Source: an optimization exercise on an open RTL-to-GDS flow (aim: small area, a short achievable clock period and few clock cycles). Production flows keep margins and buffers that such runs may drop.
The RTL was checked by simulation tests, not by an equivalence proof against the original design.

[flow/constraint.sdc]
create_clock -name core_clock -period 13.0 [get_ports {clk}]
set_input_delay 2.6000 -clock core_clock [delete_from_list [all_inputs] [get_ports {clk}]]
set_output_delay 2.6000 -clock core_clock [all_outputs]
set_load 0.01 [all_outputs]
[flow/run.sh]
#!/bin/bash
# synth_recipe.tcl (not shown) runs the flow's synth.tcl, then flattens the netlist and writes it again
# the make line also repeats each setting of config.mk as NAME=value (left out here)
make -C /OpenROAD-flow-scripts/flow DESIGN_CONFIG=/design/flow/config.mk WORK_HOME=/design/flow/orfs CLKGATE_MAP_FILE= SYNTH_SCRIPT=/design/flow/synth_recipe.tcl finish
[flow/config.mk]
export PLATFORM = sky130hd
export DESIGN_NAME = M1
export DESIGN_NICKNAME = M1
export VERILOG_FILES = /design/flow/design.v
export SDC_FILE = /design/flow/constraint.sdc
export NUM_CORES = 4
export LEC_CHECK = 0
export CAP_MARGIN = 20
export CORE_MARGIN = 2
export CORE_UTILIZATION = 50
export SLEW_MARGIN = 20
[flow/design.v]
`timescale 1ns/100ps
`default_nettype none
module M1 (
		input logic clk,
		input logic reset,
		input logic M1_start,
		input logic [15:0] SRAM_read_data,
		output logic [17:0] M1_SRAM_Address,
		output logic [15:0] M1_SRAM_write_data,
		output logic M1_Status,
		output logic M1_SRAM_we_n
);
localparam logic [1:0] S_IDLE = 2'd0, S_RUN = 2'd1, S_LEAD = 2'd2, S_DONE = 2'd3;
localparam logic [17:0] U_START_ADDRESS = 18'd38400, V_START_ADDRESS = 18'd57600,
                        RGB_START_ADDRESS = 18'd146944;
logic [1:0]  mode;
logic        dummy;       
logic        first;       
logic [3:0]  ph;          
logic [6:0]  k;           
logic [15:0] yc;          
logic [17:0] ra;          
logic        chv;         
logic [7:0]  wu0, wu1, wu2, wu3, wu4, wu5, bufu;
logic [7:0]  wv0, wv1, wv2, wv3, wv4, wv5, bufv;
logic [15:0] yw;          
logic [22:0] yt;          
logic        start_r;
logic [8:0]  pu, pv;      
logic [10:0] pu3, pv3;    
logic [9:0]  ft;          
logic        qu, qv;      
logic [8:0]  pa, pb, pc;  
logic [37:0] res;         
logic [7:0]  b0h;
wire run  = (mode == S_RUN);
wire lead = (mode == S_LEAD);
wire p0 = ph == 4'd0, p1 = ph == 4'd1, p2 = ph == 4'd2, p3 = ph == 4'd3, p4 = ph == 4'd4;
wire p5 = ph == 4'd5, p6 = ph == 4'd6, p7 = ph == 4'd7, p8 = ph == 4'd8, p9 = ph == 4'd9;
wire inrow = (k <= 7'd77);      
wire last_grp = (k == 7'd79);
wire tail = (k == 7'd80);
wire last_row = (yc >= 16'd38400);
wire to_lead = dummy | (last_grp & ~last_row);
wire ys_1 = ysel[7] ^ ysel[5];
wire ys_2 = ysel[7] & ysel[5];
wire ys_3 = ysel[6] ^ ysel[4];
wire ys_4 = ysel[6] & ysel[4];
wire ys_5 = ysel[7] ^ ysel[5];
wire ys_6 = ysel[7] & ysel[5];
wire ys_7 = ysel[4] ^ ysel[2];
wire ys_8 = ysel[4] & ysel[2];
wire ys_9 = ysel[5] ^ ysel[3] ^ ysel[1];
wire ys_10 = (ysel[5] & ysel[3]) | (ysel[5] & ysel[1]) | (ysel[3] & ysel[1]);
wire ys_11 = ysel[6] ^ ysel[4] ^ ysel[2];
wire ys_12 = (ysel[6] & ysel[4]) | (ysel[6] & ysel[2]) | (ysel[4] & ysel[2]);
wire ys_13 = ~(ysel[3] ^ ysel[0]);
wire ys_14 = ysel[3] | ysel[0];
wire ys_15 = ~(ysel[1] ^ ys_2);
wire ys_16 = ysel[1] | ys_2;
wire ys_17 = ~(ysel[2] ^ ys_4);
wire ys_18 = ysel[2] | ys_4;
wire ys_19 = ~(ysel[6] ^ ysel[3]);
wire ys_20 = ysel[6] | ysel[3];
wire ys_21 = ysel[7] ^ ysel[4];
wire ys_22 = ysel[7] & ysel[4];
wire ys_23 = ysel[2] ^ ysel[0];
wire ys_24 = ysel[2] & ysel[0];
wire ys_25 = ~(ysel[3] ^ ysel[1]);
wire ys_26 = ysel[3] | ysel[1];
wire ys_27 = ~(ysel[0] ^ ys_7);
wire ys_28 = ysel[0] | ys_7;
wire ys_29 = ~(ys_8 ^ ys_9);
wire ys_30 = ys_8 | ys_9;
wire ys_31 = ~(ys_10 ^ ys_11);
wire ys_32 = ys_10 | ys_11;
wire ys_33 = ys_1 ^ ys_12 ^ ys_13;
wire ys_34 = (ys_1 & ys_12) | (ys_1 & ys_13) | (ys_12 & ys_13);
wire ys_35 = ys_3 ^ ys_14 ^ ys_15;
wire ys_36 = (ys_3 & ys_14) | (ys_3 & ys_15) | (ys_14 & ys_15);
wire ys_37 = ys_5 ^ ys_16 ^ ys_17;
wire ys_38 = (ys_5 & ys_16) | (ys_5 & ys_17) | (ys_16 & ys_17);
wire ys_39 = ys_6 ^ ys_18 ^ ys_19;
wire ys_40 = (ys_6 & ys_18) | (ys_6 & ys_19) | (ys_18 & ys_19);
wire ys_41 = ~(ys_20 ^ ys_21);
wire ys_42 = ys_20 | ys_21;
wire ys_43 = ~(ysel[5] ^ ys_22);
wire ys_44 = ysel[5] | ys_22;
wire ys_45 = ~(ysel[6]);
wire ys_46 = ysel[6];
wire ys_47 = ~(ysel[7]);
wire ys_48 = ysel[7];
wire [24:0] ys_ra = {1'b1, ys_46, ys_44, ys_42, ys_40, ys_38, ys_36, ys_34, ys_32, ys_30, ys_28, ys_26, ys_24, 1'b1, ysel[1], ~ysel[7], ~ysel[6], ~ysel[5], ~ysel[4], ~ysel[3], ~ysel[2], ~ysel[1], ~ysel[0], 1'b0, 1'b0};
wire [24:0] ys_rb = {ys_48, ys_47, ys_45, ys_43, ys_41, ys_39, ys_37, ys_35, ys_33, ys_31, ys_29, ys_27, ys_25, ys_23, 1'b1, ysel[0], 1'b0, 1'b0, 1'b0, 1'b0, 1'b0, 1'b0, 1'b1, 1'b0, 1'b0};
wire [24:0] yt_s = ys_ra + ys_rb;
wire sr_1 = yt[5] ^ pv[0];
wire sr_2 = yt[5] & pv[0];
wire sr_3 = yt[6] ^ pv[1];
wire sr_4 = yt[6] & pv[1];
wire sr_5 = yt[7] ^ pv[2] ^ pv[5];
wire sr_6 = (yt[7] & pv[2]) | (yt[7] & pv[5]) | (pv[2] & pv[5]);
wire sr_7 = yt[8] ^ pv[3] ^ pv[6];
wire sr_8 = (yt[8] & pv[3]) | (yt[8] & pv[6]) | (pv[3] & pv[6]);
wire sr_9 = yt[9] ^ pv3[0];
wire sr_10 = yt[9] & pv3[0];
wire sr_11 = yt[10] ^ pv3[1] ^ pv[5];
wire sr_12 = (yt[10] & pv3[1]) | (yt[10] & pv[5]) | (pv3[1] & pv[5]);
wire sr_13 = yt[4] ^ pv[2];
wire sr_14 = yt[4] & pv[2];
wire sr_15 = ~(pv[3] ^ pv3[7]);
wire sr_16 = pv[3] | pv3[7];
wire sr_17 = pv[4] ^ pv3[8] ^ sr_2;
wire sr_18 = (pv[4] & pv3[8]) | (pv[4] & sr_2) | (pv3[8] & sr_2);
wire sr_19 = ~(pv3[9] ^ sr_4);
wire sr_20 = pv3[9] | sr_4;
wire sr_21 = ~(pv3[10] ^ sr_6);
wire sr_22 = pv3[10] | sr_6;
wire sr_23 = pv[4] ^ pv[7] ^ sr_8;
wire sr_24 = (pv[4] & pv[7]) | (pv[4] & sr_8) | (pv[7] & sr_8);
wire sr_25 = ~(pv[8] ^ sr_10);
wire sr_26 = pv[8] | sr_10;
wire sr_27 = yt[11] ^ pv3[2] ^ pv[6];
wire sr_28 = (yt[11] & pv3[2]) | (yt[11] & pv[6]) | (pv3[2] & pv[6]);
wire sr_29 = yt[12] ^ pv3[3];
wire sr_30 = yt[12] & pv3[3];
wire sr_31 = yt[13] ^ pv3[0] ^ pv3[4];
wire sr_32 = (yt[13] & pv3[0]) | (yt[13] & pv3[4]) | (pv3[0] & pv3[4]);
wire sr_33 = yt[14] ^ pv3[1] ^ pv3[5];
wire sr_34 = (yt[14] & pv3[1]) | (yt[14] & pv3[5]) | (pv3[1] & pv3[5]);
wire sr_35 = yt[15] ^ pv3[2];
wire sr_36 = yt[15] & pv3[2];
wire sr_37 = yt[16] ^ pv3[3];
wire sr_38 = yt[16] & pv3[3];
wire sr_39 = yt[17] ^ pv3[4];
wire sr_40 = yt[17] & pv3[4];
wire sr_41 = yt[18] ^ pv3[5];
wire sr_42 = yt[18] & pv3[5];
wire sr_43 = yt[19] ^ pv3[6] ^ pv3[10];
wire sr_44 = (yt[19] & pv3[6]) | (yt[19] & pv3[10]) | (pv3[6] & pv3[10]);
wire sr_45 = yt[2] ^ pv[0];
wire sr_46 = yt[2] & pv[0];
wire sr_47 = yt[3] ^ pv[1] ^ pv3[5];
wire sr_48 = (yt[3] & pv[1]) | (yt[3] & pv3[5]) | (pv[1] & pv3[5]);
wire sr_49 = ~(pv3[6] ^ sr_13);
wire sr_50 = pv3[6] | sr_13;
wire sr_51 = sr_1 ^ sr_14 ^ sr_15;
wire sr_52 = (sr_1 & sr_14) | (sr_1 & sr_15) | (sr_14 & sr_15);
wire sr_53 = sr_3 ^ sr_16 ^ sr_17;
wire sr_54 = (sr_3 & sr_16) | (sr_3 & sr_17) | (sr_16 & sr_17);
wire sr_55 = sr_5 ^ sr_18 ^ sr_19;
wire sr_56 = (sr_5 & sr_18) | (sr_5 & sr_19) | (sr_18 & sr_19);
wire sr_57 = sr_7 ^ sr_20 ^ sr_21;
wire sr_58 = (sr_7 & sr_20) | (sr_7 & sr_21) | (sr_20 & sr_21);
wire sr_59 = sr_9 ^ sr_22 ^ sr_23;
wire sr_60 = (sr_9 & sr_22) | (sr_9 & sr_23) | (sr_22 & sr_23);
wire sr_61 = sr_11 ^ sr_24 ^ sr_25;
wire sr_62 = (sr_11 & sr_24) | (sr_11 & sr_25) | (sr_24 & sr_25);
wire sr_63 = sr_12 ^ sr_26 ^ sr_27;
wire sr_64 = (sr_12 & sr_26) | (sr_12 & sr_27) | (sr_26 & sr_27);
wire sr_65 = pv[7] ^ sr_28 ^ sr_29;
wire sr_66 = (pv[7] & sr_28) | (pv[7] & sr_29) | (sr_28 & sr_29);
wire sr_67 = pv[8] ^ sr_30 ^ sr_31;
wire sr_68 = (pv[8] & sr_30) | (pv[8] & sr_31) | (sr_30 & sr_31);
wire sr_69 = ~(sr_32 ^ sr_33);
wire sr_70 = sr_32 | sr_33;
wire sr_71 = pv3[6] ^ sr_34 ^ sr_35;
wire sr_72 = (pv3[6] & sr_34) | (pv3[6] & sr_35) | (sr_34 & sr_35);
wire sr_73 = pv3[7] ^ sr_36 ^ sr_37;
wire sr_74 = (pv3[7] & sr_36) | (pv3[7] & sr_37) | (sr_36 & sr_37);
wire sr_75 = pv3[8] ^ sr_38 ^ sr_39;
wire sr_76 = (pv3[8] & sr_38) | (pv3[8] & sr_39) | (sr_38 & sr_39);
wire sr_77 = pv3[9] ^ sr_40 ^ sr_41;
wire sr_78 = (pv3[9] & sr_40) | (pv3[9] & sr_41) | (sr_40 & sr_41);
wire sr_79 = ~(sr_42 ^ sr_43);
wire sr_80 = sr_42 | sr_43;
wire sr_81 = yt[20] ^ pv3[7] ^ sr_44;
wire sr_82 = (yt[20] & pv3[7]) | (yt[20] & sr_44) | (pv3[7] & sr_44);
wire sr_83 = yt[21] ^ pv3[8];
wire sr_84 = yt[21] & pv3[8];
wire sr_85 = ~(yt[22] ^ pv3[9]);
wire sr_86 = yt[22] | pv3[9];
wire sr_87 = ~(pv3[10]);
wire sr_88 = pv3[10];
wire [27:0] sr_ra = {1'b1, 1'b1, sr_86, sr_84, sr_82, sr_80, sr_78, sr_76, sr_74, sr_72, sr_70, sr_68, sr_66, sr_64, sr_62, sr_60, sr_58, sr_56, sr_54, sr_52, sr_50, sr_48, sr_46, pv3[4], yt[1], yt[0], pv3[1], pv3[0]};
wire [27:0] sr_rb = {1'b0, sr_88, sr_87, sr_85, sr_83, sr_81, sr_79, sr_77, sr_75, sr_73, sr_71, sr_69, sr_67, sr_65, sr_63, sr_61, sr_59, sr_57, sr_55, sr_53, sr_51, sr_49, sr_47, sr_45, pv3[3], pv3[2], 1'b0, 1'b0};
wire [27:0] sum_r = sr_ra + sr_rb;
wire sg_1 = yt[11] ^ ~pu3[0];
wire sg_2 = yt[11] & ~pu3[0];
wire sg_3 = yt[12] ^ ~pu3[1];
wire sg_4 = yt[12] & ~pu3[1];
wire sg_5 = yt[3] ^ ~pu3[2];
wire sg_6 = yt[3] & ~pu3[2];
wire sg_7 = yt[4] ^ ~pu3[3] ^ ~pv[1];
wire sg_8 = (yt[4] & ~pu3[3]) | (yt[4] & ~pv[1]) | (~pu3[3] & ~pv[1]);
wire sg_9 = yt[5] ^ ~pu3[4] ^ ~pv[2];
wire sg_10 = (yt[5] & ~pu3[4]) | (yt[5] & ~pv[2]) | (~pu3[4] & ~pv[2]);
wire sg_11 = yt[6] ^ ~pu3[5];
wire sg_12 = yt[6] & ~pu3[5];
wire sg_13 = yt[7] ^ ~pu3[6];
wire sg_14 = yt[7] & ~pu3[6];
wire sg_15 = yt[8] ^ ~pu[0] ^ ~pu3[7];
wire sg_16 = (yt[8] & ~pu[0]) | (yt[8] & ~pu3[7]) | (~pu[0] & ~pu3[7]);
wire sg_17 = yt[9] ^ ~pu[1] ^ ~pu3[8];
wire sg_18 = (yt[9] & ~pu[1]) | (yt[9] & ~pu3[8]) | (~pu[1] & ~pu3[8]);
wire sg_19 = yt[10] ^ ~pu[2] ^ ~pu3[9];
wire sg_20 = (yt[10] & ~pu[2]) | (yt[10] & ~pu3[9]) | (~pu[2] & ~pu3[9]);
wire sg_21 = ~pu[3] ^ ~pu3[10] ^ ~pv[1];
wire sg_22 = (~pu[3] & ~pu3[10]) | (~pu[3] & ~pv[1]) | (~pu3[10] & ~pv[1]);
wire sg_23 = ~(~pv[8]);
wire sg_24 = ~pv[8];
wire sg_25 = ~pu[4] ^ ~pv3[0] ^ ~pv[2];
wire sg_26 = (~pu[4] & ~pv3[0]) | (~pu[4] & ~pv[2]) | (~pv3[0] & ~pv[2]);
wire sg_27 = ~(sg_2 ^ sg_3);
wire sg_28 = sg_2 | sg_3;
wire sg_29 = yt[13] ^ ~pu3[2] ^ ~pu[5];
wire sg_30 = (yt[13] & ~pu3[2]) | (yt[13] & ~pu[5]) | (~pu3[2] & ~pu[5]);
wire sg_31 = ~pv3[1] ^ ~pv[3] ^ sg_4;
wire sg_32 = (~pv3[1] & ~pv[3]) | (~pv3[1] & sg_4) | (~pv[3] & sg_4);
wire sg_33 = yt[14] ^ ~pu3[3] ^ ~pu[6];
wire sg_34 = (yt[14] & ~pu3[3]) | (yt[14] & ~pu[6]) | (~pu3[3] & ~pu[6]);
wire sg_35 = ~(~pv3[2] ^ ~pv[4]);
wire sg_36 = ~pv3[2] | ~pv[4];
wire sg_37 = yt[15] ^ ~pu3[4] ^ ~pu[7];
wire sg_38 = (yt[15] & ~pu3[4]) | (yt[15] & ~pu[7]) | (~pu3[4] & ~pu[7]);
wire sg_39 = ~(~pv3[3] ^ ~pv[5]);
wire sg_40 = ~pv3[3] | ~pv[5];
wire sg_41 = yt[16] ^ ~pu3[5] ^ ~pu[8];
wire sg_42 = (yt[16] & ~pu3[5]) | (yt[16] & ~pu[8]) | (~pu3[5] & ~pu[8]);
wire sg_43 = ~(~pv3[4] ^ ~pv[6]);
wire sg_44 = ~pv3[4] | ~pv[6];
wire sg_45 = yt[17] ^ ~pu3[6] ^ ~pv3[5];
wire sg_46 = (yt[17] & ~pu3[6]) | (yt[17] & ~pv3[5]) | (~pu3[6] & ~pv3[5]);
wire sg_47 = ~(~pv[7]);
wire sg_48 = ~pv[7];
wire sg_49 = yt[18] ^ ~pu3[7] ^ ~pv3[6];
wire sg_50 = (yt[18] & ~pu3[7]) | (yt[18] & ~pv3[6]) | (~pu3[7] & ~pv3[6]);
wire sg_51 = ~(~pv[8]);
wire sg_52 = ~pv[8];
wire sg_53 = yt[19] ^ ~pu3[8];
wire sg_54 = yt[19] & ~pu3[8];
wire sg_55 = yt[20] ^ ~pu3[9];
wire sg_56 = yt[20] & ~pu3[9];
wire sg_57 = yt[1] ^ ~pu3[0];
wire sg_58 = yt[1] & ~pu3[0];
wire sg_59 = yt[2] ^ ~pu3[1];
wire sg_60 = yt[2] & ~pu3[1];
wire sg_61 = ~(~pv[0] ^ ~pv[5]);
wire sg_62 = ~pv[0] | ~pv[5];
wire sg_63 = ~(~pv[6] ^ sg_6);
wire sg_64 = ~pv[6] | sg_6;
wire sg_65 = ~(~pv[7] ^ sg_8);
wire sg_66 = ~pv[7] | sg_8;
wire sg_67 = ~pv[3] ^ ~pv[8] ^ sg_10;
wire sg_68 = (~pv[3] & ~pv[8]) | (~pv[3] & sg_10) | (~pv[8] & sg_10);
wire sg_69 = ~(~pv[4] ^ sg_12);
wire sg_70 = ~pv[4] | sg_12;
wire sg_71 = ~(~pv[5] ^ sg_14);
wire sg_72 = ~pv[5] | sg_14;
wire sg_73 = ~(~pv[6] ^ sg_16);
wire sg_74 = ~pv[6] | sg_16;
wire sg_75 = ~pv[0] ^ ~pv[7] ^ sg_18;
wire sg_76 = (~pv[0] & ~pv[7]) | (~pv[0] & sg_18) | (~pv[7] & sg_18);
wire sg_77 = sg_1 ^ sg_20 ^ sg_21;
wire sg_78 = (sg_1 & sg_20) | (sg_1 & sg_21) | (sg_20 & sg_21);
wire sg_79 = sg_22 ^ sg_24 ^ sg_25;
wire sg_80 = (sg_22 & sg_24) | (sg_22 & sg_25) | (sg_24 & sg_25);
wire sg_81 = sg_26 ^ sg_28 ^ sg_29;
wire sg_82 = (sg_26 & sg_28) | (sg_26 & sg_29) | (sg_28 & sg_29);
wire sg_83 = sg_30 ^ sg_32 ^ sg_33;
wire sg_84 = (sg_30 & sg_32) | (sg_30 & sg_33) | (sg_32 & sg_33);
wire sg_85 = sg_34 ^ sg_36 ^ sg_37;
wire sg_86 = (sg_34 & sg_36) | (sg_34 & sg_37) | (sg_36 & sg_37);
wire sg_87 = sg_38 ^ sg_40 ^ sg_41;
wire sg_88 = (sg_38 & sg_40) | (sg_38 & sg_41) | (sg_40 & sg_41);
wire sg_89 = sg_42 ^ sg_44 ^ sg_45;
wire sg_90 = (sg_42 & sg_44) | (sg_42 & sg_45) | (sg_44 & sg_45);
wire sg_91 = sg_46 ^ sg_48 ^ sg_49;
wire sg_92 = (sg_46 & sg_48) | (sg_46 & sg_49) | (sg_48 & sg_49);
wire sg_93 = ~pv3[7] ^ sg_50 ^ sg_52;
wire sg_94 = (~pv3[7] & sg_50) | (~pv3[7] & sg_52) | (sg_50 & sg_52);
wire sg_95 = ~(~pv3[8] ^ sg_54);
wire sg_96 = ~pv3[8] | sg_54;
wire sg_97 = yt[21] ^ ~pu3[10] ^ ~pv3[9];
wire sg_98 = (yt[21] & ~pu3[10]) | (yt[21] & ~pv3[9]) | (~pu3[10] & ~pv3[9]);
wire sg_99 = yt[22] ^ ~pv3[10];
wire sg_100 = yt[22] & ~pv3[10];
wire sg_101 = ~(~pv[3]);
wire sg_102 = ~pv[3];
wire sg_103 = ~pv[4] ^ sg_58 ^ sg_59;
wire sg_104 = (~pv[4] & sg_58) | (~pv[4] & sg_59) | (sg_58 & sg_59);
wire sg_105 = sg_5 ^ sg_60 ^ sg_61;
wire sg_106 = (sg_5 & sg_60) | (sg_5 & sg_61) | (sg_60 & sg_61);
wire sg_107 = sg_7 ^ sg_62 ^ sg_63;
wire sg_108 = (sg_7 & sg_62) | (sg_7 & sg_63) | (sg_62 & sg_63);
wire sg_109 = sg_9 ^ sg_64 ^ sg_65;
wire sg_110 = (sg_9 & sg_64) | (sg_9 & sg_65) | (sg_64 & sg_65);
wire sg_111 = sg_11 ^ sg_66 ^ sg_67;
wire sg_112 = (sg_11 & sg_66) | (sg_11 & sg_67) | (sg_66 & sg_67);
wire sg_113 = sg_13 ^ sg_68 ^ sg_69;
wire sg_114 = (sg_13 & sg_68) | (sg_13 & sg_69) | (sg_68 & sg_69);
wire sg_115 = sg_15 ^ sg_70 ^ sg_71;
wire sg_116 = (sg_15 & sg_70) | (sg_15 & sg_71) | (sg_70 & sg_71);
wire sg_117 = sg_17 ^ sg_72 ^ sg_73;
wire sg_118 = (sg_17 & sg_72) | (sg_17 & sg_73) | (sg_72 & sg_73);
wire sg_119 = sg_19 ^ sg_74 ^ sg_75;
wire sg_120 = (sg_19 & sg_74) | (sg_19 & sg_75) | (sg_74 & sg_75);
wire sg_121 = sg_23 ^ sg_76 ^ sg_77;
wire sg_122 = (sg_23 & sg_76) | (sg_23 & sg_77) | (sg_76 & sg_77);
wire sg_123 = sg_27 ^ sg_78 ^ sg_79;
wire sg_124 = (sg_27 & sg_78) | (sg_27 & sg_79) | (sg_78 & sg_79);
wire sg_125 = sg_31 ^ sg_80 ^ sg_81;
wire sg_126 = (sg_31 & sg_80) | (sg_31 & sg_81) | (sg_80 & sg_81);
wire sg_127 = sg_35 ^ sg_82 ^ sg_83;
wire sg_128 = (sg_35 & sg_82) | (sg_35 & sg_83) | (sg_82 & sg_83);
wire sg_129 = sg_39 ^ sg_84 ^ sg_85;
wire sg_130 = (sg_39 & sg_84) | (sg_39 & sg_85) | (sg_84 & sg_85);
wire sg_131 = sg_43 ^ sg_86 ^ sg_87;
wire sg_132 = (sg_43 & sg_86) | (sg_43 & sg_87) | (sg_86 & sg_87);
wire sg_133 = sg_47 ^ sg_88 ^ sg_89;
wire sg_134 = (sg_47 & sg_88) | (sg_47 & sg_89) | (sg_88 & sg_89);
wire sg_135 = sg_51 ^ sg_90 ^ sg_91;
wire sg_136 = (sg_51 & sg_90) | (sg_51 & sg_91) | (sg_90 & sg_91);
wire sg_137 = sg_53 ^ sg_92 ^ sg_93;
wire sg_138 = (sg_53 & sg_92) | (sg_53 & sg_93) | (sg_92 & sg_93);
wire sg_139 = sg_55 ^ sg_94 ^ sg_95;
wire sg_140 = (sg_55 & sg_94) | (sg_55 & sg_95) | (sg_94 & sg_95);
wire sg_141 = sg_56 ^ sg_96 ^ sg_97;
wire sg_142 = (sg_56 & sg_96) | (sg_56 & sg_97) | (sg_96 & sg_97);
wire sg_143 = ~(sg_98 ^ sg_99);
wire sg_144 = sg_98 | sg_99;
wire [27:0] sg_ra = {1'b1, 1'b1, sg_100, sg_142, sg_140, sg_138, sg_136, sg_134, sg_132, sg_130, sg_128, sg_126, sg_124, sg_122, sg_120, sg_118, sg_116, sg_114, sg_112, sg_110, sg_108, sg_106, sg_104, sg_102, sg_57, yt[0], ~pv[1], ~pv[0]};
wire [27:0] sg_rb = {1'b0, 1'b0, sg_144, sg_143, sg_141, sg_139, sg_137, sg_135, sg_133, sg_131, sg_129, sg_127, sg_125, sg_123, sg_121, sg_119, sg_117, sg_115, sg_113, sg_111, sg_109, sg_107, sg_105, sg_103, sg_101, ~pv[2], 1'b0, 1'b1};
wire [27:0] sum_g = sg_ra + sg_rb;
wire sb_1 = yt[5] ^ pu[0];
wire sb_2 = yt[5] & pu[0];
wire sb_3 = yt[6] ^ pu[1];
wire sb_4 = yt[6] & pu[1];
wire sb_5 = yt[7] ^ pu[2] ^ pu3[6];
wire sb_6 = (yt[7] & pu[2]) | (yt[7] & pu3[6]) | (pu[2] & pu3[6]);
wire sb_7 = yt[8] ^ pu[0] ^ pu[3];
wire sb_8 = (yt[8] & pu[0]) | (yt[8] & pu[3]) | (pu[0] & pu[3]);
wire sb_9 = yt[9] ^ pu[1];
wire sb_10 = yt[9] & pu[1];
wire sb_11 = yt[10] ^ pu[2] ^ pu[5];
wire sb_12 = (yt[10] & pu[2]) | (yt[10] & pu[5]) | (pu[2] & pu[5]);
wire sb_13 = yt[11] ^ pu[3];
wire sb_14 = yt[11] & pu[3];
wire sb_15 = yt[4] ^ pu3[3];
wire sb_16 = yt[4] & pu3[3];
wire sb_17 = ~(pu3[4] ^ pu3[7]);
wire sb_18 = pu3[4] | pu3[7];
wire sb_19 = pu3[5] ^ pu3[8] ^ sb_2;
wire sb_20 = (pu3[5] & pu3[8]) | (pu3[5] & sb_2) | (pu3[8] & sb_2);
wire sb_21 = ~(pu3[9] ^ sb_4);
wire sb_22 = pu3[9] | sb_4;
wire sb_23 = pu3[7] ^ pu3[10] ^ sb_6;
wire sb_24 = (pu3[7] & pu3[10]) | (pu3[7] & sb_6) | (pu3[10] & sb_6);
wire sb_25 = pu[4] ^ pu3[8] ^ sb_8;
wire sb_26 = (pu[4] & pu3[8]) | (pu[4] & sb_8) | (pu3[8] & sb_8);
wire sb_27 = ~(pu3[9] ^ sb_10);
wire sb_28 = pu3[9] | sb_10;
wire sb_29 = pu[6] ^ pu3[10] ^ sb_12;
wire sb_30 = (pu[6] & pu3[10]) | (pu[6] & sb_12) | (pu3[10] & sb_12);
wire sb_31 = yt[12] ^ pu[4] ^ pu[7];
wire sb_32 = (yt[12] & pu[4]) | (yt[12] & pu[7]) | (pu[4] & pu[7]);
wire sb_33 = yt[13] ^ pu[5];
wire sb_34 = yt[13] & pu[5];
wire sb_35 = yt[14] ^ pu[6];
wire sb_36 = yt[14] & pu[6];
wire sb_37 = yt[15] ^ pu[0] ^ pu[7];
wire sb_38 = (yt[15] & pu[0]) | (yt[15] & pu[7]) | (pu[0] & pu[7]);
wire sb_39 = yt[16] ^ pu[1];
wire sb_40 = yt[16] & pu[1];
wire sb_41 = yt[17] ^ pu[2];
wire sb_42 = yt[17] & pu[2];
wire sb_43 = yt[1] ^ pu3[0];
wire sb_44 = yt[1] & pu3[0];
wire sb_45 = yt[2] ^ pu3[1] ^ pu3[4];
wire sb_46 = (yt[2] & pu3[1]) | (yt[2] & pu3[4]) | (pu3[1] & pu3[4]);
wire sb_47 = yt[3] ^ pu3[2] ^ pu3[5];
wire sb_48 = (yt[3] & pu3[2]) | (yt[3] & pu3[5]) | (pu3[2] & pu3[5]);
wire sb_49 = ~(pu3[6] ^ sb_15);
wire sb_50 = pu3[6] | sb_15;
wire sb_51 = sb_1 ^ sb_16 ^ sb_17;
wire sb_52 = (sb_1 & sb_16) | (sb_1 & sb_17) | (sb_16 & sb_17);
wire sb_53 = sb_3 ^ sb_18 ^ sb_19;
wire sb_54 = (sb_3 & sb_18) | (sb_3 & sb_19) | (sb_18 & sb_19);
wire sb_55 = sb_5 ^ sb_20 ^ sb_21;
wire sb_56 = (sb_5 & sb_20) | (sb_5 & sb_21) | (sb_20 & sb_21);
wire sb_57 = sb_7 ^ sb_22 ^ sb_23;
wire sb_58 = (sb_7 & sb_22) | (sb_7 & sb_23) | (sb_22 & sb_23);
wire sb_59 = sb_9 ^ sb_24 ^ sb_25;
wire sb_60 = (sb_9 & sb_24) | (sb_9 & sb_25) | (sb_24 & sb_25);
wire sb_61 = sb_11 ^ sb_26 ^ sb_27;
wire sb_62 = (sb_11 & sb_26) | (sb_11 & sb_27) | (sb_26 & sb_27);
wire sb_63 = sb_13 ^ sb_28 ^ sb_29;
wire sb_64 = (sb_13 & sb_28) | (sb_13 & sb_29) | (sb_28 & sb_29);
wire sb_65 = sb_14 ^ sb_30 ^ sb_31;
wire sb_66 = (sb_14 & sb_30) | (sb_14 & sb_31) | (sb_30 & sb_31);
wire sb_67 = pu[8] ^ sb_32 ^ sb_33;
wire sb_68 = (pu[8] & sb_32) | (pu[8] & sb_33) | (sb_32 & sb_33);
wire sb_69 = ~(sb_34 ^ sb_35);
wire sb_70 = sb_34 | sb_35;
wire sb_71 = ~(sb_36 ^ sb_37);
wire sb_72 = sb_36 | sb_37;
wire sb_73 = pu[8] ^ sb_38 ^ sb_39;
wire sb_74 = (pu[8] & sb_38) | (pu[8] & sb_39) | (sb_38 & sb_39);
wire sb_75 = ~(sb_40 ^ sb_41);
wire sb_76 = sb_40 | sb_41;
wire sb_77 = yt[18] ^ pu[3] ^ sb_42;
wire sb_78 = (yt[18] & pu[3]) | (yt[18] & sb_42) | (pu[3] & sb_42);
wire sb_79 = ~(yt[19] ^ pu[4]);
wire sb_80 = yt[19] | pu[4];
wire sb_81 = ~(yt[20] ^ pu[5]);
wire sb_82 = yt[20] | pu[5];
wire sb_83 = ~(yt[21] ^ pu[6]);
wire sb_84 = yt[21] | pu[6];
wire sb_85 = yt[22] ^ pu[7];
wire sb_86 = yt[22] & pu[7];
wire sb_87 = ~(pu[8]);
wire sb_88 = pu[8];
wire [27:0] sb_ra = {1'b1, 1'b1, sb_86, sb_84, sb_82, sb_80, sb_78, sb_76, sb_74, sb_72, sb_70, sb_68, sb_66, sb_64, sb_62, sb_60, sb_58, sb_56, sb_54, sb_52, sb_50, sb_48, sb_46, sb_44, pu3[3], yt[0], pu3[1], pu3[0]};
wire [27:0] sb_rb = {1'b0, sb_88, sb_87, sb_85, sb_83, sb_81, sb_79, sb_77, sb_75, sb_73, sb_71, sb_69, sb_67, sb_65, sb_63, sb_61, sb_59, sb_57, sb_55, sb_53, sb_51, sb_49, sb_47, sb_45, sb_43, pu3[2], 1'b0, 1'b0};
wire [27:0] sum_b = sb_ra + sb_rb;
wire fs_1 = pa[7] ^ pa[5];
wire fs_2 = pa[7] & pa[5];
wire fs_3 = pa[8] ^ pa[6];
wire fs_4 = pa[8] & pa[6];
wire fs_5 = pa[4] ^ pa[2];
wire fs_6 = pa[4] & pa[2];
wire fs_7 = pa[5] ^ pa[3] ^ pa[1];
wire fs_8 = (pa[5] & pa[3]) | (pa[5] & pa[1]) | (pa[3] & pa[1]);
wire fs_9 = ~pb[3] ^ ~pb[1] ^ ~pb[0];
wire fs_10 = (~pb[3] & ~pb[1]) | (~pb[3] & ~pb[0]) | (~pb[1] & ~pb[0]);
wire fs_11 = pa[6] ^ pa[4] ^ pa[2];
wire fs_12 = (pa[6] & pa[4]) | (pa[6] & pa[2]) | (pa[4] & pa[2]);
wire fs_13 = ~pb[4] ^ ~pb[2] ^ ~pb[1];
wire fs_14 = (~pb[4] & ~pb[2]) | (~pb[4] & ~pb[1]) | (~pb[2] & ~pb[1]);
wire fs_15 = pa[3] ^ ~pb[5] ^ ~pb[3];
wire fs_16 = (pa[3] & ~pb[5]) | (pa[3] & ~pb[3]) | (~pb[5] & ~pb[3]);
wire fs_17 = ~pb[2] ^ ~pc[7] ^ pc[2];
wire fs_18 = (~pb[2] & ~pc[7]) | (~pb[2] & pc[2]) | (~pc[7] & pc[2]);
wire fs_19 = ~(pc[0]);
wire fs_20 = pc[0];
wire fs_21 = pa[4] ^ ~pb[6] ^ ~pb[4];
wire fs_22 = (pa[4] & ~pb[6]) | (pa[4] & ~pb[4]) | (~pb[6] & ~pb[4]);
wire fs_23 = ~pb[3] ^ ~pc[8] ^ pc[3];
wire fs_24 = (~pb[3] & ~pc[8]) | (~pb[3] & pc[3]) | (~pc[8] & pc[3]);
wire fs_25 = pc[1] ^ fs_2 ^ fs_3;
wire fs_26 = (pc[1] & fs_2) | (pc[1] & fs_3) | (fs_2 & fs_3);
wire fs_27 = pa[7] ^ pa[5] ^ ~pb[7];
wire fs_28 = (pa[7] & pa[5]) | (pa[7] & ~pb[7]) | (pa[5] & ~pb[7]);
wire fs_29 = ~pb[5] ^ ~pb[4] ^ pc[4];
wire fs_30 = (~pb[5] & ~pb[4]) | (~pb[5] & pc[4]) | (~pb[4] & pc[4]);
wire fs_31 = ~(pc[2] ^ fs_4);
wire fs_32 = pc[2] | fs_4;
wire fs_33 = pa[8] ^ pa[6] ^ ~pb[8];
wire fs_34 = (pa[8] & pa[6]) | (pa[8] & ~pb[8]) | (pa[6] & ~pb[8]);
wire fs_35 = ~pb[6] ^ ~pb[5] ^ pc[5];
wire fs_36 = (~pb[6] & ~pb[5]) | (~pb[6] & pc[5]) | (~pb[5] & pc[5]);
wire fs_37 = ~(pc[3]);
wire fs_38 = pc[3];
wire fs_39 = pa[7] ^ ~pb[7] ^ ~pb[6];
wire fs_40 = (pa[7] & ~pb[7]) | (pa[7] & ~pb[6]) | (~pb[7] & ~pb[6]);
wire fs_41 = pa[8] ^ ~pb[8];
wire fs_42 = pa[8] & ~pb[8];
wire fs_43 = pa[2] ^ pa[0];
wire fs_44 = pa[2] & pa[0];
wire fs_45 = pa[3] ^ pa[1];
wire fs_46 = pa[3] & pa[1];
wire fs_47 = pa[0] ^ ~pb[2] ^ ~pb[0];
wire fs_48 = (pa[0] & ~pb[2]) | (pa[0] & ~pb[0]) | (~pb[2] & ~pb[0]);
wire fs_49 = ~(~pc[4]);
wire fs_50 = ~pc[4];
wire fs_51 = ~(~pc[5] ^ pc[0]);
wire fs_52 = ~pc[5] | pc[0];
wire fs_53 = fs_6 ^ fs_7 ^ fs_9;
wire fs_54 = (fs_6 & fs_7) | (fs_6 & fs_9) | (fs_7 & fs_9);
wire fs_55 = ~pc[6] ^ pc[1] ^ fs_8;
wire fs_56 = (~pc[6] & pc[1]) | (~pc[6] & fs_8) | (pc[1] & fs_8);
wire fs_57 = fs_10 ^ fs_11 ^ fs_13;
wire fs_58 = (fs_10 & fs_11) | (fs_10 & fs_13) | (fs_11 & fs_13);
wire fs_59 = fs_1 ^ fs_12 ^ fs_14;
wire fs_60 = (fs_1 & fs_12) | (fs_1 & fs_14) | (fs_12 & fs_14);
wire fs_61 = fs_15 ^ fs_17 ^ fs_19;
wire fs_62 = (fs_15 & fs_17) | (fs_15 & fs_19) | (fs_17 & fs_19);
wire fs_63 = fs_16 ^ fs_18 ^ fs_20;
wire fs_64 = (fs_16 & fs_18) | (fs_16 & fs_20) | (fs_18 & fs_20);
wire fs_65 = fs_21 ^ fs_23 ^ fs_25;
wire fs_66 = (fs_21 & fs_23) | (fs_21 & fs_25) | (fs_23 & fs_25);
wire fs_67 = fs_22 ^ fs_24 ^ fs_26;
wire fs_68 = (fs_22 & fs_24) | (fs_22 & fs_26) | (fs_24 & fs_26);
wire fs_69 = fs_27 ^ fs_29 ^ fs_31;
wire fs_70 = (fs_27 & fs_29) | (fs_27 & fs_31) | (fs_29 & fs_31);
wire fs_71 = fs_28 ^ fs_30 ^ fs_32;
wire fs_72 = (fs_28 & fs_30) | (fs_28 & fs_32) | (fs_30 & fs_32);
wire fs_73 = fs_33 ^ fs_35 ^ fs_37;
wire fs_74 = (fs_33 & fs_35) | (fs_33 & fs_37) | (fs_35 & fs_37);
wire fs_75 = pc[6] ^ pc[4] ^ fs_34;
wire fs_76 = (pc[6] & pc[4]) | (pc[6] & fs_34) | (pc[4] & fs_34);
wire fs_77 = fs_36 ^ fs_38 ^ fs_39;
wire fs_78 = (fs_36 & fs_38) | (fs_36 & fs_39) | (fs_38 & fs_39);
wire fs_79 = ~pb[7] ^ pc[7] ^ pc[5];
wire fs_80 = (~pb[7] & pc[7]) | (~pb[7] & pc[5]) | (pc[7] & pc[5]);
wire fs_81 = ~(fs_40 ^ fs_41);
wire fs_82 = fs_40 | fs_41;
wire fs_83 = ~pb[8] ^ pc[8] ^ pc[6];
wire fs_84 = (~pb[8] & pc[8]) | (~pb[8] & pc[6]) | (pc[8] & pc[6]);
wire fs_85 = ~pb[0] ^ ~pc[2];
wire fs_86 = ~pb[0] & ~pc[2];
wire fs_87 = ~pb[1] ^ ~pc[3] ^ fs_44;
wire fs_88 = (~pb[1] & ~pc[3]) | (~pb[1] & fs_44) | (~pc[3] & fs_44);
wire fs_89 = fs_5 ^ fs_46 ^ fs_47;
wire fs_90 = (fs_5 & fs_46) | (fs_5 & fs_47) | (fs_46 & fs_47);
wire fs_91 = fs_48 ^ fs_50 ^ fs_51;
wire fs_92 = (fs_48 & fs_50) | (fs_48 & fs_51) | (fs_50 & fs_51);
wire fs_93 = fs_52 ^ fs_54 ^ fs_55;
wire fs_94 = (fs_52 & fs_54) | (fs_52 & fs_55) | (fs_54 & fs_55);
wire fs_95 = fs_56 ^ fs_58 ^ fs_59;
wire fs_96 = (fs_56 & fs_58) | (fs_56 & fs_59) | (fs_58 & fs_59);
wire fs_97 = fs_60 ^ fs_62 ^ fs_63;
wire fs_98 = (fs_60 & fs_62) | (fs_60 & fs_63) | (fs_62 & fs_63);
wire fs_99 = fs_64 ^ fs_66 ^ fs_67;
wire fs_100 = (fs_64 & fs_66) | (fs_64 & fs_67) | (fs_66 & fs_67);
wire fs_101 = fs_68 ^ fs_70 ^ fs_71;
wire fs_102 = (fs_68 & fs_70) | (fs_68 & fs_71) | (fs_70 & fs_71);
wire fs_103 = fs_72 ^ fs_74 ^ fs_75;
wire fs_104 = (fs_72 & fs_74) | (fs_72 & fs_75) | (fs_74 & fs_75);
wire fs_105 = fs_76 ^ fs_78 ^ fs_79;
wire fs_106 = (fs_76 & fs_78) | (fs_76 & fs_79) | (fs_78 & fs_79);
wire fs_107 = fs_42 ^ fs_80 ^ fs_82;
wire fs_108 = (fs_42 & fs_80) | (fs_42 & fs_82) | (fs_80 & fs_82);
wire fs_109 = pa[0] ^ ~pc[0];
wire fs_110 = pa[0] & ~pc[0];
wire fs_111 = pa[1] ^ ~pc[1];
wire fs_112 = pa[1] & ~pc[1];
wire fs_113 = ~(fs_43 ^ fs_85);
wire fs_114 = fs_43 | fs_85;
wire fs_115 = fs_45 ^ fs_86 ^ fs_87;
wire fs_116 = (fs_45 & fs_86) | (fs_45 & fs_87) | (fs_86 & fs_87);
wire fs_117 = fs_49 ^ fs_88 ^ fs_89;
wire fs_118 = (fs_49 & fs_88) | (fs_49 & fs_89) | (fs_88 & fs_89);
wire fs_119 = fs_53 ^ fs_90 ^ fs_91;
wire fs_120 = (fs_53 & fs_90) | (fs_53 & fs_91) | (fs_90 & fs_91);
wire fs_121 = fs_57 ^ fs_92 ^ fs_93;
wire fs_122 = (fs_57 & fs_92) | (fs_57 & fs_93) | (fs_92 & fs_93);
wire fs_123 = fs_61 ^ fs_94 ^ fs_95;
wire fs_124 = (fs_61 & fs_94) | (fs_61 & fs_95) | (fs_94 & fs_95);
wire fs_125 = fs_65 ^ fs_96 ^ fs_97;
wire fs_126 = (fs_65 & fs_96) | (fs_65 & fs_97) | (fs_96 & fs_97);
wire fs_127 = fs_69 ^ fs_98 ^ fs_99;
wire fs_128 = (fs_69 & fs_98) | (fs_69 & fs_99) | (fs_98 & fs_99);
wire fs_129 = fs_73 ^ fs_100 ^ fs_101;
wire fs_130 = (fs_73 & fs_100) | (fs_73 & fs_101) | (fs_100 & fs_101);
wire fs_131 = fs_77 ^ fs_102 ^ fs_103;
wire fs_132 = (fs_77 & fs_102) | (fs_77 & fs_103) | (fs_102 & fs_103);
wire fs_133 = fs_81 ^ fs_104 ^ fs_105;
wire fs_134 = (fs_81 & fs_104) | (fs_81 & fs_105) | (fs_104 & fs_105);
wire fs_135 = fs_83 ^ fs_106 ^ fs_107;
wire fs_136 = (fs_83 & fs_106) | (fs_83 & fs_107) | (fs_106 & fs_107);
wire fs_137 = pc[7] ^ fs_84 ^ fs_108;
wire fs_138 = (pc[7] & fs_84) | (pc[7] & fs_108) | (fs_84 & fs_108);
wire fs_139 = ~(pc[8]);
wire fs_140 = pc[8];
wire [17:0] fs_ra = {1'b1, 1'b1, fs_138, fs_136, fs_134, fs_132, fs_130, fs_128, fs_126, fs_124, fs_122, fs_120, fs_118, fs_116, fs_114, fs_112, fs_110, 1'b1};
wire [17:0] fs_rb = {1'b0, fs_140, fs_139, fs_137, fs_135, fs_133, fs_131, fs_129, fs_127, fs_125, fs_123, fs_121, fs_119, fs_117, fs_115, fs_113, fs_111, fs_109};
wire [17:0] fir_s = fs_ra + fs_rb;
function automatic [7:0] clip(input [11:0] s);
	clip = s[11] ? 8'd0 : (|s[10:8]) ? 8'd255 : s[7:0];
endfunction
wire rq_u = res[1], rq_v = res[0];
wire [7:0] c_r = rq_v ? 8'd0 : clip(res[37:26]);
wire [7:0] c_g = (rq_u | rq_v) ? 8'd0 : clip(res[25:14]);
wire [7:0] c_b = rq_u ? 8'd0 : clip(res[13:2]);
wire nx_rd_y = run & (p2 | p6);
wire nx_rd_u = (run & (p0 | (p9 & to_lead))) | (lead & p3);
wire nx_rd_v = (run & p1) | (lead & (p0 | p4));
wire nx_wr_cur  = run & ~dummy & ~tail & (p5 | p7 | p8);
wire nx_wr_prev = ~first & ((run & ((p9 & ~to_lead) | p3 | p4)) | (lead & p8));
wire nx_wr   = nx_wr_cur | nx_wr_prev;
wire [1:0] uv_d = lead ? {1'b0, p3 | p4} : (p9 ? 2'd0 : 2'd2);
wire [14:0] uvw = yc[15:1] + {13'd0, uv_d};
wire [17:0] nx_uva = (nx_rd_u ? U_START_ADDRESS : V_START_ADDRESS) + {3'd0, uvw};
always_ff @(posedge clk) begin
	if (nx_rd_y)                  M1_SRAM_Address <= {2'b00, yc};
	else if (nx_rd_u | nx_rd_v)   M1_SRAM_Address <= nx_uva;
	else                          M1_SRAM_Address <= ra;
	if (run & (p3 | p7))      M1_SRAM_write_data <= {b0h, c_r};
	else if (run & (p4 | p8)) M1_SRAM_write_data <= {c_g, c_b};
	else                  M1_SRAM_write_data <= {c_r, c_g};
end
always_ff @(posedge clk or negedge reset) begin
	if (~reset) begin
		start_r <= 1'b0;
		mode <= S_IDLE; dummy <= 1'b0; first <= 1'b0; ph <= 4'd0; k <= 7'd0; chv <= 1'b0;
		yc <= 16'd0; ra <= RGB_START_ADDRESS; M1_Status <= 1'b0; M1_SRAM_we_n <= 1'b1;
	end else begin
		M1_SRAM_we_n <= ~nx_wr;
		start_r <= M1_start;
		chv <= run & (p2 | p6);
		case (mode)
		S_IDLE: if (start_r) begin
			mode <= S_RUN; dummy <= 1'b1; first <= 1'b1; ph <= 4'd6; k <= 7'd0;
			yc <= 16'd0; ra <= RGB_START_ADDRESS; M1_Status <= 1'b0;
		end
		S_RUN: begin
			if (nx_rd_y) yc <= yc + 16'd1;
			if (nx_wr) ra <= ra + 18'd1;
			if (p5 & ~dummy) first <= 1'b0;
			if (p4 & tail) M1_Status <= 1'b1;
			if (p5 & tail) mode <= S_DONE;
			if (p9) begin
				ph <= 4'd0;
				if (to_lead) begin
					mode <= S_LEAD; dummy <= 1'b0; k <= 7'd0;
				end else k <= k + 7'd1;
			end else ph <= ph + 4'd1;
		end
		S_LEAD: begin
			if (nx_wr) ra <= ra + 18'd1;
			if (p8) begin mode <= S_RUN; ph <= 4'd0; end
			else ph <= ph + 4'd1;
		end
		default: ;
		endcase
	end
end
wire shu     = run ? (p3 | p9) : (lead & (p2 | p3 | p4 | p5 | p6 | p7));
wire shu_bus = run ? (p3 & inrow) : (lead & (p2 | p6));
wire shu_buf = run ? (p9 & inrow) : (lead & (p5 | p7));
wire shv     = run ? (p4 | p9) : (lead & (p3 | p4 | p5 | p6 | p7 | p8));
wire shv_bus = run ? (p4 & inrow) : (lead & (p3 | p7));
wire shv_buf = run ? (p9 & inrow) : (lead & (p6 | p8));
wire [7:0] nu = shu_bus ? SRAM_read_data[15:8] : shu_buf ? bufu : wu5;
wire [7:0] nv = shv_bus ? SRAM_read_data[15:8] : shv_buf ? bufv : wv5;
always_ff @(posedge clk) begin
	if (shu) begin wu0 <= wu1; wu1 <= wu2; wu2 <= wu3; wu3 <= wu4; wu4 <= wu5; wu5 <= nu; end
	if (shu_bus) bufu <= SRAM_read_data[7:0];
	if (shv) begin wv0 <= wv1; wv1 <= wv2; wv2 <= wv3; wv3 <= wv4; wv4 <= wv5; wv5 <= nv; end
	if (shv_bus) bufv <= SRAM_read_data[7:0];
end
wire [7:0] fa = chv ? wv0 : wu0;
wire [7:0] fb = chv ? wv1 : wu1;
wire [7:0] fc = chv ? wv2 : wu2;
wire [7:0] fd = chv ? wv3 : wu3;
wire [7:0] fe = chv ? wv4 : wu4;
wire [7:0] ff = chv ? wv5 : wu5;
always_ff @(posedge clk) begin
	pa <= {1'b0, fa} + {1'b0, ff};
	pb <= {1'b0, fb} + {1'b0, fe};
	pc <= {1'b0, fc} + {1'b0, fd};
end
wire ld_even = run & (p0 | p6);
wire [8:0] nu9 = ld_even ? {1'b0, wu2} : ft[8:0];
wire [8:0] nv9 = ld_even ? {1'b0, wv2} : ft[8:0];
wire [7:0] ysel = (p3 | p7) ? yw[15:8] : yw[7:0];
always_ff @(posedge clk) begin
	ft <= fir_s[17:8];
	if (ld_even | (run & (p4 | p8))) begin pu <= nu9; pu3 <= nu9 + {nu9, 1'b0}; qu <= ~ld_even & ft[9]; end
	if (ld_even | (run & (p5 | p9))) begin pv <= nv9; pv3 <= nv9 + {nv9, 1'b0}; qv <= ~ld_even & ft[9]; end
	if (run & (p5 | p9)) yw <= SRAM_read_data;
	if (run & (p3 | p5 | p7 | p9)) yt <= yt_s[24:2];
	if (run & (p0 | p4 | p6 | p8)) res <= {sum_r[27:16], sum_g[27:16], sum_b[27:16], qu, qv};
	if (run & (p5 | p9)) b0h <= c_b;
end
endmodule
==> impl_metrics.toml, run 1 <==
[route]
wl_per_cell_um = 18.4
num_vias = 15719
drt_iter0_markers = 869
viasPerCell = 5.19
wl_um = 55700
drc = 0
first_pass_iters = 5
ant_nets = 0

[synth]
ys.flop_type = "edfxtp_1"
ys_ff_latch = 361
synth-edff-count = 237
avgSynthCellArea_um2 = 10.9
async_flop_share_pct = 14.7
synth_mux_area_share_pct = 4.29
synth_top_area_share_pct = 28.9
yosysTopAreaCell = "edfxtp_1"
synth_cell_types = 75
synth_nets = 2705
yosysSeqAreaShare_pct = 40.1
synthSimpleGateAreaFrac_pct = 7.89
synth_compound_area_share_pct = 10.1
synth_xor_area_share_pct = 4.30
synth_cells = 2270
ys_warn_count = 1
synthAdderAreaFrac_pct = 25.9
syn_area_um2 = 24600
synth_top_family_by_area = "adder cells"
synth_area_leaders = "edfxtp_1 (29%), ha_1 (13%), fa_1 (13%)"

[global_route]
grtUsageTotal_pct = 22.8
grt_first_pass_wirelength_um = 88600
grt-busiest-layer = "met2"
grt_max_degree = 54
antenna_found_initial = 0
grt_pass1_vias = 16046
use_met2_pct = 38.5
met3_usage_pct = 3.15
met1_usage_pct = 30.7
overflow = 0

[layout]
syn_to_final_growth_pct = 11.4
final_cell_mix = "inv_1 (431), ha_1 (259), edfxtp_1 (237), fa_1 (157), nand2_1 (117)"
layoutNonFillerInstCount = 3029
nFillCells = 4182
layout.nets = 2766
num_antenna_cells = 0
final_common_cell = "inv_1"
utilization_pct = 56.3
drive_gt1_share_pct = 7.61

[hold_path]
hp-class = "flip-flop to flip-flop"
min_from = "qv"
holdPathEnd = "res[0]"
hold_depth = 0

[worst_setup_path]
start_kind = "flip-flop"
cp-end-kind = "flip-flop"
path_class = "flip-flop to flip-flop"
reg2reg_from = "ph[0]"
r2r-end = "yt[21]"
crit_path_start = "ph[0]"
cp_max_fo = 14
reg2reg_slack_ns = 8.11
reg2reg_depth = 18
cp.arrival_ns = 5.22
required_ns = 13.33

[die]
row_count = 81
start_util_pct = 50.5
dieWidth_um = 226
die_h_um = 226
die_area_um2 = 51100
core_area_um2 = 48700
pin_count = 55

[outcome]
status = "timing/DRC/antenna clean"

[clock_tree]
cts_htree_levels = 2
clk_root_buffer_cell = "clkbuf_16"
ctsResizeCount = 0
postCtsSetupBuffers = 0
cts_max_path_buffers = 3
clock_latency_ns = 0.60
clock_sinks = 361
cts_tree = "yes"
ctsHoldBuffers = 0
tritoncts.num_buffers = 42
clk_pin_slew_ns = 0.06

[sta]
period_share_pct = 37.6
hold_viol_final = 0
tns_ns = 0
hold_ws_ns = 0.430
skew_ns = 0.0371
slew_viol_final = 0
min_period_ns = 4.89
rsz0062_at_grt = "no"
setup_viol = 0
slew_headroom_pct = 26.3
fmax_mhz = 205
tightest_slew_ns = 1.11

[placement]
port-buffer-count = 54
dp_cells = 2950
place_congestion = 0.912
hpwl_um = 44600

[flow_run]
max-cap-violations = 0
==> per-layer routing <==
| layer | wire length, um | share of wire, % |
|---|---|---|
| met2 | 26500 | 48 |
| met3 | 2020 | 3.6 |
| met5 | 0 | 0 |
| met4 | 1530 | 2.7 |
| met1 | 25600 | 46 |
==> synthesized netlist by cell type, drive strengths merged (17+ instances only) <==
library cell,instances
a21o,44
a21oi,103
clkbuf,34
dfrtp,46
dfxtp,71
edfxtp,237
fa,157
ha,259
inv,434
mux2,64
mux2i,32
nand2,117
nand2b,17
nand3,36
nor2,108
nor2b,24
nor3,20
o211ai,18
o21a,31
o21ai,109
or3,21
xnor2,81
xor2,40
==> how the worst max path moves through the flow <==
stage,to,cells after the start
6_report,yt[21],18
5_1_grt,yt[21],18
4_1_cts,yt[21],18
3_3_place_gp,yt[21],18
2_1_floorplan,wu0[0],7
3_5_place_dp,yt[21],18
==> stage by stage <==
stage / area [um2] / setup slack, ns
2_1_floorplan: 24600 / 8.20
3_3_place_gp: 25900 / 8.22
3_5_place_dp: 25900 / 8.12
4_1_cts: 27400 / 8.12
5_1_grt: 27400 / 7.81
6_report: 27400 / 8.11
==> registers in the layout, indices dropped and copies added, names as in the netlist, 10 cells and up <==
signal	flops
M1_SRAM_Address	18
res	38
yc	16
yt	23
pv3	10
pu3	10
M1_SRAM_write_data	16
yw	16
ra	18
ft	10
==> kinds of logic (layout without fill, tap and decap cells) <==
family | count (synthesis) | in the layout
flip-flops | 361 | 361
AO/OA/AOI/OAI | 390 | 390
adder cells (fa/ha/maj) | 416 | 416
multiplexers | 96 | 96
XOR/XNOR | 121 | 121
AND/OR/NAND/NOR | 403 | 403
buffers and inverters | 483 | 578
==> final cells by class <==
class                           count  area [um2]  area share (%)
Timing Repair Buffer               64         618            2.25
Clock inverter                     24         328            1.19
Multi-Input combinational cell   1426       13000            47.2
Tap cell                          664         831            3.03
Inverter                          436        1640            5.97
Sequential cell                   361        9870            36.0
Clock buffer                       54        1200            4.37
==> critical path, stage by stage, from the launching register on <==
cell and delay (ns):
dfrtp_1 0.41, ha_1 0.37, nor2b_1 0.18, buf_4 0.26
mux2i_1 0.46, inv_1 0.17, ha_1 0.27, inv_1 0.07
ha_1 0.23, fa_1 0.48, inv_1 0.04, ha_1 0.34
and3_1 0.21, o21ai_0 0.09, a21o_1 0.19, a31oi_1 0.24
a2111oi_0 0.16, a311o_1 0.35, xnor2_1 0.12
Testbench counts, summed over its fixed seeds: cycles 1,165,026.
==> inputs of run 2 (changes only) <==
--- a/flow/design.v
+++ b/flow/design.v
@@ -29,8 +29,9 @@
 logic [8:0]  pu, pv;      
 logic [10:0] pu3, pv3;    
-logic [9:0]  ft;          
+logic [20:0] ft;          
+logic        ysel_hi;
 logic        qu, qv;      
 logic [8:0]  pa, pb, pc;  
-logic [37:0] res;         
+logic [76:0] res;         
 logic [7:0]  b0h;
 wire run  = (mode == S_RUN);
@@ -184,5 +185,4 @@
 wire [27:0] sr_ra = {1'b1, 1'b1, sr_86, sr_84, sr_82, sr_80, sr_78, sr_76, sr_74, sr_72, sr_70, sr_68, sr_66, sr_64, sr_62, sr_60, sr_58, sr_56, sr_54, sr_52, sr_50, sr_48, sr_46, pv3[4], yt[1], yt[0], pv3[1], pv3[0]};
 wire [27:0] sr_rb = {1'b0, sr_88, sr_87, sr_85, sr_83, sr_81, sr_79, sr_77, sr_75, sr_73, sr_71, sr_69, sr_67, sr_65, sr_63, sr_61, sr_59, sr_57, sr_55, sr_53, sr_51, sr_49, sr_47, sr_45, pv3[3], pv3[2], 1'b0, 1'b0};
-wire [27:0] sum_r = sr_ra + sr_rb;
 wire sg_1 = yt[11] ^ ~pu3[0];
 wire sg_2 = yt[11] & ~pu3[0];
@@ -331,5 +331,4 @@
 wire [27:0] sg_ra = {1'b1, 1'b1, sg_100, sg_142, sg_140, sg_138, sg_136, sg_134, sg_132, sg_130, sg_128, sg_126, sg_124, sg_122, sg_120, sg_118, sg_116, sg_114, sg_112, sg_110, sg_108, sg_106, sg_104, sg_102, sg_57, yt[0], ~pv[1], ~pv[0]};
 wire [27:0] sg_rb = {1'b0, 1'b0, sg_144, sg_143, sg_141, sg_139, sg_137, sg_135, sg_133, sg_131, sg_129, sg_127, sg_125, sg_123, sg_121, sg_119, sg_117, sg_115, sg_113, sg_111, sg_109, sg_107, sg_105, sg_103, sg_101, ~pv[2], 1'b0, 1'b1};
-wire [27:0] sum_g = sg_ra + sg_rb;
 wire sb_1 = yt[5] ^ pu[0];
 wire sb_2 = yt[5] & pu[0];
@@ -422,5 +421,4 @@
 wire [27:0] sb_ra = {1'b1, 1'b1, sb_86, sb_84, sb_82, sb_80, sb_78, sb_76, sb_74, sb_72, sb_70, sb_68, sb_66, sb_64, sb_62, sb_60, sb_58, sb_56, sb_54, sb_52, sb_50, sb_48, sb_46, sb_44, pu3[3], yt[0], pu3[1], pu3[0]};
 wire [27:0] sb_rb = {1'b0, sb_88, sb_87, sb_85, sb_83, sb_81, sb_79, sb_77, sb_75, sb_73, sb_71, sb_69, sb_67, sb_65, sb_63, sb_61, sb_59, sb_57, sb_55, sb_53, sb_51, sb_49, sb_47, sb_45, sb_43, pu3[2], 1'b0, 1'b0};
-wire [27:0] sum_b = sb_ra + sb_rb;
 wire fs_1 = pa[7] ^ pa[5];
 wire fs_2 = pa[7] & pa[5];
@@ -565,12 +563,14 @@
 wire [17:0] fs_ra = {1'b1, 1'b1, fs_138, fs_136, fs_134, fs_132, fs_130, fs_128, fs_126, fs_124, fs_122, fs_120, fs_118, fs_116, fs_114, fs_112, fs_110, 1'b1};
 wire [17:0] fs_rb = {1'b0, fs_140, fs_139, fs_137, fs_135, fs_133, fs_131, fs_129, fs_127, fs_125, fs_123, fs_121, fs_119, fs_117, fs_115, fs_113, fs_111, fs_109};
-wire [17:0] fir_s = fs_ra + fs_rb;
 function automatic [7:0] clip(input [11:0] s);
 	clip = s[11] ? 8'd0 : (|s[10:8]) ? 8'd255 : s[7:0];
 endfunction
 wire rq_u = res[1], rq_v = res[0];
-wire [7:0] c_r = rq_v ? 8'd0 : clip(res[37:26]);
-wire [7:0] c_g = (rq_u | rq_v) ? 8'd0 : clip(res[25:14]);
-wire [7:0] c_b = rq_u ? 8'd0 : clip(res[13:2]);
+wire [11:0] s_r = res[76:65] + res[64:53] + {11'd0, res[52]};
+wire [11:0] s_g = res[51:40] + res[39:28] + {11'd0, res[27]};
+wire [11:0] s_b = res[26:15] + res[14:3] + {11'd0, res[2]};
+wire [7:0] c_r = rq_v ? 8'd0 : clip(s_r);
+wire [7:0] c_g = (rq_u | rq_v) ? 8'd0 : clip(s_g);
+wire [7:0] c_b = rq_u ? 8'd0 : clip(s_b);
 wire nx_rd_y = run & (p2 | p6);
 wire nx_rd_u = (run & (p0 | (p9 & to_lead))) | (lead & p3);
@@ -593,5 +593,5 @@
 	if (~reset) begin
 		start_r <= 1'b0;
-		mode <= S_IDLE; dummy <= 1'b0; first <= 1'b0; ph <= 4'd0; k <= 7'd0; chv <= 1'b0;
+		mode <= S_IDLE; dummy <= 1'b0; first <= 1'b0; ph <= 4'd0; k <= 7'd0; chv <= 1'b0; ysel_hi <= 1'b0;
 		yc <= 16'd0; ra <= RGB_START_ADDRESS; M1_Status <= 1'b0; M1_SRAM_we_n <= 1'b1;
 	end else begin
@@ -599,4 +599,5 @@
 		start_r <= M1_start;
 		chv <= run & (p2 | p6);
+		ysel_hi <= run & (p2 | p6);
 		case (mode)
 		S_IDLE: if (start_r) begin
@@ -652,14 +653,20 @@
 end
 wire ld_even = run & (p0 | p6);
-wire [8:0] nu9 = ld_even ? {1'b0, wu2} : ft[8:0];
-wire [8:0] nv9 = ld_even ? {1'b0, wv2} : ft[8:0];
-wire [7:0] ysel = (p3 | p7) ? yw[15:8] : yw[7:0];
+wire [8:0] nu9 = ld_even ? {1'b0, wu2} : fir_t[8:0];
+wire [8:0] nv9 = ld_even ? {1'b0, wv2} : fir_t[8:0];
+wire [7:0] ysel = ysel_hi ? yw[15:8] : yw[7:0];
+wire [8:0]  fs_lo = {1'b0, fs_ra[7:0]} + {1'b0, fs_rb[7:0]};
+wire [16:0] sr_lo = {1'b0, sr_ra[15:0]} + {1'b0, sr_rb[15:0]};
+wire [16:0] sg_lo = {1'b0, sg_ra[15:0]} + {1'b0, sg_rb[15:0]};
+wire [16:0] sb_lo = {1'b0, sb_ra[15:0]} + {1'b0, sb_rb[15:0]};
+wire [9:0]  fir_t = ft[20:11] + ft[10:1] + {9'd0, ft[0]};
 always_ff @(posedge clk) begin
-	ft <= fir_s[17:8];
-	if (ld_even | (run & (p4 | p8))) begin pu <= nu9; pu3 <= nu9 + {nu9, 1'b0}; qu <= ~ld_even & ft[9]; end
-	if (ld_even | (run & (p5 | p9))) begin pv <= nv9; pv3 <= nv9 + {nv9, 1'b0}; qv <= ~ld_even & ft[9]; end
+	ft <= {fs_ra[17:8], fs_rb[17:8], fs_lo[8]};
+	if (ld_even | (run & (p4 | p8))) begin pu <= nu9; pu3 <= nu9 + {nu9, 1'b0}; qu <= ~ld_even & fir_t[9]; end
+	if (ld_even | (run & (p5 | p9))) begin pv <= nv9; pv3 <= nv9 + {nv9, 1'b0}; qv <= ~ld_even & fir_t[9]; end
 	if (run & (p5 | p9)) yw <= SRAM_read_data;
 	if (run & (p3 | p5 | p7 | p9)) yt <= yt_s[24:2];
-	if (run & (p0 | p4 | p6 | p8)) res <= {sum_r[27:16], sum_g[27:16], sum_b[27:16], qu, qv};
+	if (run & (p0 | p4 | p6 | p8)) res <= {sr_ra[27:16], sr_rb[27:16], sr_lo[16], sg_ra[27:16], sg_rb[27:16], sg_lo[16],
+	                                          sb_ra[27:16], sb_rb[27:16], sb_lo[16], qu, qv};
 	if (run & (p5 | p9)) b0h <= c_b;
 end
==> run 2 against run 1 <==
Effect of this change:
- first-iteration DRC count grew 19%
- routed wire length is 3.1% higher
- critical path depth down 3
- global-route usage decreased by 0.67 points
- sequential share of layout area up 2.5 points
- fmax fell by 3.8%
- register-to-register slack worse by 0.19 ns
- utilization grew 0.14 points
- worst hold slack got worse by 0.046 ns
- die area rose by 3.4%
==> impl_metrics.toml, run 2 <==
[layout]
largest_reg_flops = 67
multi_input_area_um2 = 12900
register_area_um2 = 10900
layout.nets = 2773
final_area_um2 = 28400
nFillCells = 4265
reg.largest.list = "res: 67 flops, yt: 23 flops"
final_common_cell = "inv_1"
regMostFlops = "res"
syn_to_final_growth_pct = 11.4
num_antenna_cells = 0
utilization_pct = 56.4
final_cell_mix = "inv_1 (418), edfxtp_1 (266), ha_1 (255), fa_1 (166), o21ai_0 (107)"
drive_gt1_share_pct = 7.47

[die]
core_area_um2 = 50300
row_count = 82
start_util_pct = 50.7
die_area_um2 = 52800
pin_count = 55
die_h_um = 230
dieWidth_um = 230

[worst_setup_path]
path_cells = "inv_1 -> ha_1 -> inv_1 -> nor2_1 -> and2_1 -> nor3_1 -> a21oi_1 -> inv_1 -> ha_1 -> a21o_1 -> a21oi_1 -> o21bai_1 -> a21oi_1 -> o21ai_0 -> a21o_1"
max_stage_delay_ns = 0.69
cp.arrival_ns = 5.39
reg2reg_from = "mode[1]"
cp_max_fo = 21
worst_path_max_delay_cell = "ha_1"
required_ns = 13.30
cp_top_family = "compound AO/OA/AOI/OAI gates"
start_kind = "flip-flop"
path_class = "flip-flop to flip-flop"
cp.depth = 15
crit_path_start = "mode[1]"
cp_num_buf_inv = 3

[clock_tree]
cts_tree = "yes"
ctsResizeCount = 0
tritoncts.num_buffers = 44
postCtsSetupBuffers = 0
clk_root_buffer_cell = "clkbuf_16"
clock_latency_ns = 0.57
clk_pin_slew_ns = 0.06
ctsHoldBuffers = 0
cts_max_path_buffers = 3
clock_sinks = 398
cts_htree_levels = 2

[synth]
synth_cells = 2264
yosysSeqAreaShare_pct = 42.8
avgSynthCellArea_um2 = 11.3
synth_area_leaders = "edfxtp_1 (31%), fa_1 (13%), ha_1 (13%)"
synth_cell_types = 80
synth-edff-count = 266
synthSimpleGateAreaFrac_pct = 7.67
async_flop_share_pct = 13.3
synth_common_cells = "inv_1 (419), edfxtp_1 (266), ha_1 (255)"
yosysTopAreaCell = "edfxtp_1"
synthAdderAreaFrac_pct = 25.6
yosysMostFrequentCell = "inv_1"
ys.flop_type = "edfxtp_1"
synth_compound_area_share_pct = 9.86
synth_nets = 2704
ys_warn_count = 1
synth_mux_area_share_pct = 3.60
ys_ff_latch = 398
syn_area_um2 = 25500
synth_xor_area_share_pct = 3.61

[sta]
min_period_ns = 5.08
fmax_mhz = 197
hold_viol_final = 0
slew_viol_final = 0
slew_headroom_pct = 30.2
period_share_pct = 39.1
skew_ns = 0.0272
tightest_slew_ns = 1.04
tns_ns = 0

[placement]
placed_area_um2 = 26800
place_congestion = 0.919
hpwl_um = 45300
port-buffer-count = 54

[global_route]
antenna_found_initial = 0
grt_pass1_vias = 16272
grtUsageTotal_pct = 22.1
grt_first_pass_wirelength_um = 90700

[route]
drc = 0
num_vias = 16170
wl_um = 57400
ant_nets = 0
drt_iter0_markers = 1034
first_pass_iters = 6

[flow_run]
max-cap-violations = 0

[hold_path]
hp-class = "flip-flop to flip-flop"
hold_depth = 0

[outcome]
status = "timing/DRC/antenna clean"
[run 2: cell count changes in the layout (fill, tap and decap cells not counted), sizes merged, moves of 9 or more]
cell    before  now
a21o        44   35
edfxtp     237  266
fa         157  166
inv        438  419
nand2      117  104
o21ai      109  126
xnor2       81   59
[run 2: cells by family after synthesis]
family	Yosys count
buffers and inverters	460
adders and majority gates	421
AOI/OAI and AO/OA	398
and+or+nand+nor	398
DFF	398
xor gates and xnor gates	105
muxes	84
[run 2: path summary, 6_finish.rpt]
| check | endpoint | slack (ns) |
|---|---|---|
| setup / recovery | pv3[10] | 7.92 |
| setup reg to reg | pv3[10] | 7.92 |
| hold reg to reg | ft[9] | 0.38 |
| min in group asynchronous | yc[13] | 2.13 |
| hold / removal | ft[9] | 0.38 |
| max in group asynchronous | ysel_hi | 10.32 |
[run 2: area by class of cell]
type / instances / area share [%]
inverter: 419 / 5.54
timing repair buffer: 64 / 2.18
clock inverter: 22 / 1.06
tap: 672 / 2.96
multi-input combinational: 1406 / 45.4
sequential: 398 / 38.4
clock buffer: 60 / 4.43
[run 2: routing by layer]
metal | share of wire, % | vias up | global-route usage, %
met5 | 0 | - | 0
met4 | 2.4 | 0 | 6.35
met3 | 4.2 | 75 | 3.65
met2 | 46 | 282 | 35.0
met1 | 47 | 7973 | 31.6
li1 | - | 7840 | -
[run 2: per-stage QoR]
stage	setup WS, ns	instances	hold slack (ns)
floorplan	6.42	2264	0.364
global placement	8.19	2958	0.380
detailed placement	8.01	2958	0.379
CTS	7.94	3040	0.387
global route	7.44	3041	0.401
finish	7.92	3041	0.384
Testbench counts of run 2, summed over its fixed seeds: cycles 1,165,026.

==> static timing again, ports no longer ideal <==
The flow's constraints put no driver on any port. The routed layouts listed below were extracted and timed again, unchanged, in two steps.
Step 1, drivers: a clkbuf_16 drives clk and a buf_2 each remaining input, both assumed.
Step 2 also shifts input and output timing later by t, the mid clock arrival at the registers, as if the neighbouring blocks saw the same clock.
Three values: ideal, step 1, step 2; two values: the first two.
| run | t, ns | setup WS [ns] | clock arrival spread, ns | slew at the worst register clock pin (ns) |
|---|---|---|---|---|
| run 1 | 0.635 | 8.112 / 8.112 / 8.112 | 0.037 / 0.037 | 0.06 / 0.06 |
| run 2 | 0.607 | 7.919 / 7.919 / 7.919 | 0.027 / 0.028 | 0.06 / 0.06 |
After both steps every run listed still meets setup and hold.
